This design comes from an exercise in tuning for small area, a short achievable clock period and few clock cycles on the open sky130 flow, not from production work.
RTL that was checked went through simulation tests only; none was proved equivalent to the original.
No activity file was given, so power comes from the tool's default toggle rates.

Design MultiCPU, start of the top module:
module MultiCPU(
    input clk,
    input reset,
    input [31:0] Data_in,
    output mem_w,
    output [2:0] RAMCtrl,
    output [31:0] Data_out,
    output [31:0] Addr_out
    );
Settings: LEC_CHECK=0, CAP_MARGIN=10, CORE_MARGIN=2, CORE_UTILIZATION=40, SLEW_MARGIN=10, SYNTH_HIERARCHICAL=1, SYNTH_MINIMUM_KEEP_SIZE=0; clock period 13.0 ns.
standard.sh (not shown) runs the stock make flow with config.mk's settings and CLKGATE_MAP_FILE= SYNTH_SCRIPT=/design/flow/synth_recipe.tcl, a recipe that flattens the netlist after the stock synthesis.
==> flow/flow/run.sh <==
#!/bin/bash
# Layout flow: the standard flow (standard.sh) with three changes to how the layout
# is made: timing repair aims at a larger setup slack than 0 (so it keeps shortening the
# critical paths), the port buffers are plain buffers instead of delay buffers, and clock
# tree synthesis adds no dummy loads. The clock, its period and the I/O constraints are
# the design's, unchanged.
set -euo pipefail
bash standard.sh synth > synth.log 2>&1
bash standard.sh SETUP_SLACK_MARGIN=8.8 "BUFFER_PORTS_ARGS=-buffer_cell sky130_fd_sc_hd__buf_4" \
  "CTS_ARGS=-sink_clustering_enable -repair_clock_nets -dont_use_dummy_load" finish > layout.log 2>&1
Rerun with:
--- a/flow/design.v
+++ b/flow/design.v
@@ -245,24 +245,21 @@
     wire [2:0] mode_d = op[2] ? {2'b10, op[0]} : op[1] ? {2'b00, ~op[0]} : {2'b11, op[0]};
     function pt(input [31:0] w);
         pt = ((w[31:26] == 6'b000100 || w[31:26] == 6'b000101 || w[31:26] == 6'b000001) &&
               w[15:7] == 9'h1ff)
            || w[31:27] == 5'b00001;
     endfunction
     wire [31:0] FA2 = FA + 32'd2;
     wire        fpt = pt(Data_in);
     wire [9:0]  flo = {1'b0, FA[8:1], 1'b1} + {1'b0, Data_in[7:0], 1'b1};
-    wire [22:0] fhi_m, fhi;
-    DEC23 fdec(.a(FA[31:9]), .y(fhi_m));
-    MUX2X23 fhi_mux(.s(flo[9]), .a(FA[31:9]), .b(fhi_m), .y(fhi));
-    wire [31:0] ftarget;
-    MUX2X32 ft_mux(.s(Data_in[31:27] == 5'b00001), .a({FA2[31:27], Data_in[25:0], 1'b0}),
-                   .b({fhi, flo[8:1], 1'b0}), .y(ftarget));
+    wire [22:0] fhi_m = FA[31:9] - 23'd1;
+    wire [31:0] ftarget = (Data_in[31:27] == 5'b00001) ? {FA2[31:27], Data_in[25:0], 1'b0} :
+                          {flo[9] ? FA[31:9] : fhi_m, flo[8:1], 1'b0};
     wire full     = ~d_adv & IRV & SKV;
     wire room     = ~full & ~(d_adv & SKV & sk_d[6]) & ~(~d_adv & IRV & ~SKV & d_pt);
     wire fetch_ok = ~isdata & ~e_redirect & ~d_jrr & room;
     wire [31:0] NPCD2 = NPCD + 32'd2;
     wire d_jra = d_adv & d_jr;
     wire fetch_ok0 = ~isdata & ~d_jra & room;
     wire sel_ft = fpt & fetch_ok0 & ~e_redirect;
     wire [31:0] f_other = d_jra ? rsv : fetch_ok0 ? FA2 : FA;
     wire [31:0] fa_other = e_redirect ? e_target : f_other;
@@ -355,15 +352,9 @@
             predE <= br_pt;
             jrE <= (r_jr | r_jalr) & ~d_jr;
             off1E <= (imm == 16'h0001);
         end
     end
 endmodule
 module MUX2X32(input s, input [31:0] a, input [31:0] b, output [31:0] y);
     assign y = s ? a : b;
 endmodule
-module MUX2X23(input s, input [22:0] a, input [22:0] b, output [22:0] y);
-    assign y = s ? a : b;
-endmodule
-module DEC23(input [22:0] a, output [22:0] y);
-    assign y = a - 23'd1;
-endmodule
Outcome:
- synthesized area is about the same
- final cell count barely changes
- cell area barely changes
- sequential power climbs by about 0.8%
- via count hardly moves
- total power barely changes
- global-route usage drops by 0.12 points
- worst setup slack loses 0.070 ns
- worst hold slack gains 0.0091 ns
- die area hardly moves
- combinational power hardly moves
- clock power drops by about 2%
- critical path depth drops by 1
- first-iteration DRC count is about the same
No functional check of the RTL was part of any run of this note.

* * *

== job 102 ==
Another version of the RTL of MultiCPU (not shown whole).
For scale: ~5400 cells after synthesis, about 100 I/O pins, ~69000 um^2 of cells after synthesis.
==> module ALU, before the edit <==
module ALU(
    input [31:0] A,
    input [31:0] B,
    input [31:0] ALT,
    input sub,           
    input [1:0] lop,     
    input sltu,          
    input sl,            
    input sra,           
    input [5:0] rsel,
    output [31:0] res,
    output [31:0] sum,
    output eq
    );
    wire [31:0] bx = sub ? ~B : B;
    ADD32 add(.a(A), .b(bx), .ci(sub), .s(sum));
    wire lt = (A[31] ^ B[31]) ? (sltu ? B[31] : A[31]) : sum[31];
    reg [31:0] lres;
    always @(*)
        case (lop)
            2'b00: lres = A & B;
            2'b01: lres = A | B;
            2'b10: lres = A ^ B;
            default: lres = ~(A | B);
        endcase
    function [31:0] rev(input [31:0] x);
        integer k;
        for (k = 0; k < 32; k = k + 1) rev[k] = x[31 - k];
    endfunction
    wire fill = sra & A[31];
    wire big = |B[31:5];
    wire [31:0] s0 = sl ? rev(A) : A;
    wire [31:0] s1 = B[0] ? {fill, s0[31:1]} : s0;
    wire [31:0] s2 = B[1] ? {{2{fill}}, s1[31:2]} : s1;
    wire [31:0] s3 = B[2] ? {{4{fill}}, s2[31:4]} : s2;
    wire [31:0] s4 = B[3] ? {{8{fill}}, s3[31:8]} : s3;
    wire [31:0] s5 = B[4] ? {{16{fill}}, s4[31:16]} : s4;
    wire [31:0] s6 = big ? {32{fill}} : s5;
    wire [31:0] shres = sl ? rev(s6) : s6;
    assign res = ({32{rsel[0]}} & sum)
               | ({32{rsel[1]}} & lres)
               | ({32{rsel[2]}} & {31'h0, lt})
               | ({32{rsel[3]}} & shres)
               | ({32{rsel[4]}} & B)
               | ({32{rsel[5]}} & ALT);
    assign eq = (A == B);
endmodule
==> module ADD32, before the edit <==
module ADD32(input [31:0] a, input [31:0] b, input ci, output [31:0] s);
    wire [31:0] g = a & b;
    wire [31:0] p = a ^ b;
    wire [31:0] gl [0:5];
    wire [31:0] pl [0:5];
    assign gl[0] = {g[31:1], g[0] | (p[0] & ci)};
    assign pl[0] = p;
    genvar k, i;
    generate
        for (k = 0; k < 5; k = k + 1) begin : lv
            for (i = 0; i < 32; i = i + 1) begin : bt
                if (i >= (1 << k)) begin : x
                    assign gl[k+1][i] = gl[k][i] | (pl[k][i] & gl[k][i - (1 << k)]);
                    assign pl[k+1][i] = pl[k][i] & pl[k][i - (1 << k)];
                end else begin : y
                    assign gl[k+1][i] = gl[k][i];
                    assign pl[k+1][i] = pl[k][i];
                end
            end
        end
    endgenerate
    assign s = p ^ {gl[5][30:0], ci};
endmodule
Settings: LEC_CHECK=0, CAP_MARGIN=30, CORE_MARGIN=2, CORE_UTILIZATION=40, SLEW_MARGIN=30, SYNTH_HIERARCHICAL=1, SYNTH_MINIMUM_KEEP_SIZE=0; clock period 13.0 ns.
==> flow/flow/run.sh <==
#!/bin/bash
# Layout flow: the standard flow (standard.sh) with three changes to how the layout
# is made: timing repair aims at a larger setup slack than 0 (so it keeps shortening the
# critical paths), the port buffers are plain buffers instead of delay buffers, and clock
# tree synthesis adds no dummy loads. The clock, its period and the I/O constraints are
# the design's, unchanged.
set -euo pipefail
bash standard.sh synth > synth.log 2>&1
bash standard.sh SETUP_SLACK_MARGIN=8.8 "BUFFER_PORTS_ARGS=-buffer_cell sky130_fd_sc_hd__buf_4" \
  "CTS_ARGS=-sink_clustering_enable -repair_clock_nets -dont_use_dummy_load -buf_list sky130_fd_sc_hd__clkbuf_8 -root_buf sky130_fd_sc_hd__clkbuf_16" finish > layout.log 2>&1
#### Input delta (job 101 over job 102)
--- a/flow/design.v
+++ b/flow/design.v
@@ -11,13 +11,13 @@
     input [5:0] rsel,
     output [31:0] res,
     output [31:0] sum,
     output eq
     );
     wire [31:0] bx = sub ? ~B : B;
-    ADD32 add(.a(A), .b(bx), .ci(sub), .s(sum));
+    assign sum = A + bx + {31'h0, sub};
     wire lt = (A[31] ^ B[31]) ? (sltu ? B[31] : A[31]) : sum[31];
     reg [31:0] lres;
     always @(*)
         case (lop)
             2'b00: lres = A & B;
             2'b01: lres = A | B;
@@ -43,35 +43,12 @@
                | ({32{rsel[2]}} & {31'h0, lt})
                | ({32{rsel[3]}} & shres)
                | ({32{rsel[4]}} & B)
                | ({32{rsel[5]}} & ALT);
     assign eq = (A == B);
 endmodule
-module ADD32(input [31:0] a, input [31:0] b, input ci, output [31:0] s);
-    wire [31:0] g = a & b;
-    wire [31:0] p = a ^ b;
-    wire [31:0] gl [0:5];
-    wire [31:0] pl [0:5];
-    assign gl[0] = {g[31:1], g[0] | (p[0] & ci)};
-    assign pl[0] = p;
-    genvar k, i;
-    generate
-        for (k = 0; k < 5; k = k + 1) begin : lv
-            for (i = 0; i < 32; i = i + 1) begin : bt
-                if (i >= (1 << k)) begin : x
-                    assign gl[k+1][i] = gl[k][i] | (pl[k][i] & gl[k][i - (1 << k)]);
-                    assign pl[k+1][i] = pl[k][i] & pl[k][i - (1 << k)];
-                end else begin : y
-                    assign gl[k+1][i] = gl[k][i];
-                    assign pl[k+1][i] = pl[k][i];
-                end
-            end
-        end
-    endgenerate
-    assign s = p ^ {gl[5][30:0], ci};
-endmodule
 `timescale 1ns / 1ps
 module Regs(
     input clk,
     input rst,
     input we,
     input [4:0] wa,
==> run summary <==
Job 101 reached the end of the flow, and the finished layout is clean on the timing, design-rule and antenna checks.
Compared with job 102, in job 101 initial antenna violation count saw a decrease; first-pass iteration count of the detailed router lower; total wire length down about 4.7%.
Total power (job 101 over job 102): decrease, 1.8%
Peak ir drop on the vdd network: job 101 vs job 102 — no meaningful difference
Job 102 has higher global-route wire length before repair than job 101.
Job 101 -> job 102: buffer and inverter count on the worst path flat
Testbench counts of job 101, summed over its fixed seeds: cycles 44,251.
Only the layout flow was run in job 102; the RTL was not checked for function there.

[static timing again, ports no longer ideal]
How much do the figures lean on ideal ports? The routed layouts below were timed once more, with nothing changed but the port constraints.
Step 1 sets driving cells, clkbuf_16 on the clock port and buf_2 on the other inputs (assumed; they add their load-dependent delay and slew).
Step 2, shift: input delay + t, output delay - t, t = (earliest + latest rising clock arrival at the registers) / 2. This alone moves slack from input paths to output paths.
a / b / c = no drivers / after step 1 / after step 2; a / b = the first two.
run | t (ns) | setup slack, ns | worst setup path at the end | worst register clock-pin slew, ns | cell pins on the clock port's net
the first run of note 1 | 0.854 | 8.405 / 8.432 / 7.581 | input to register | 0.06 / 0.06 | 1
the second run of note 1 | 0.858 | 8.335 / 8.376 / 7.518 | input to register | 0.07 / 0.07 | 1
job 102 | 0.881 | 8.469 / 8.481 / 7.600 | input to register | 0.07 / 0.07 | 1
job 101 | 0.875 | 8.532 / 8.568 / 7.693 | input to register | 0.07 / 0.07 | 1
After both steps every run listed still meets setup and hold. The setup slack of job 102, which loses most, moves by +0.012 ns with the drivers and by -0.869 ns with both steps.
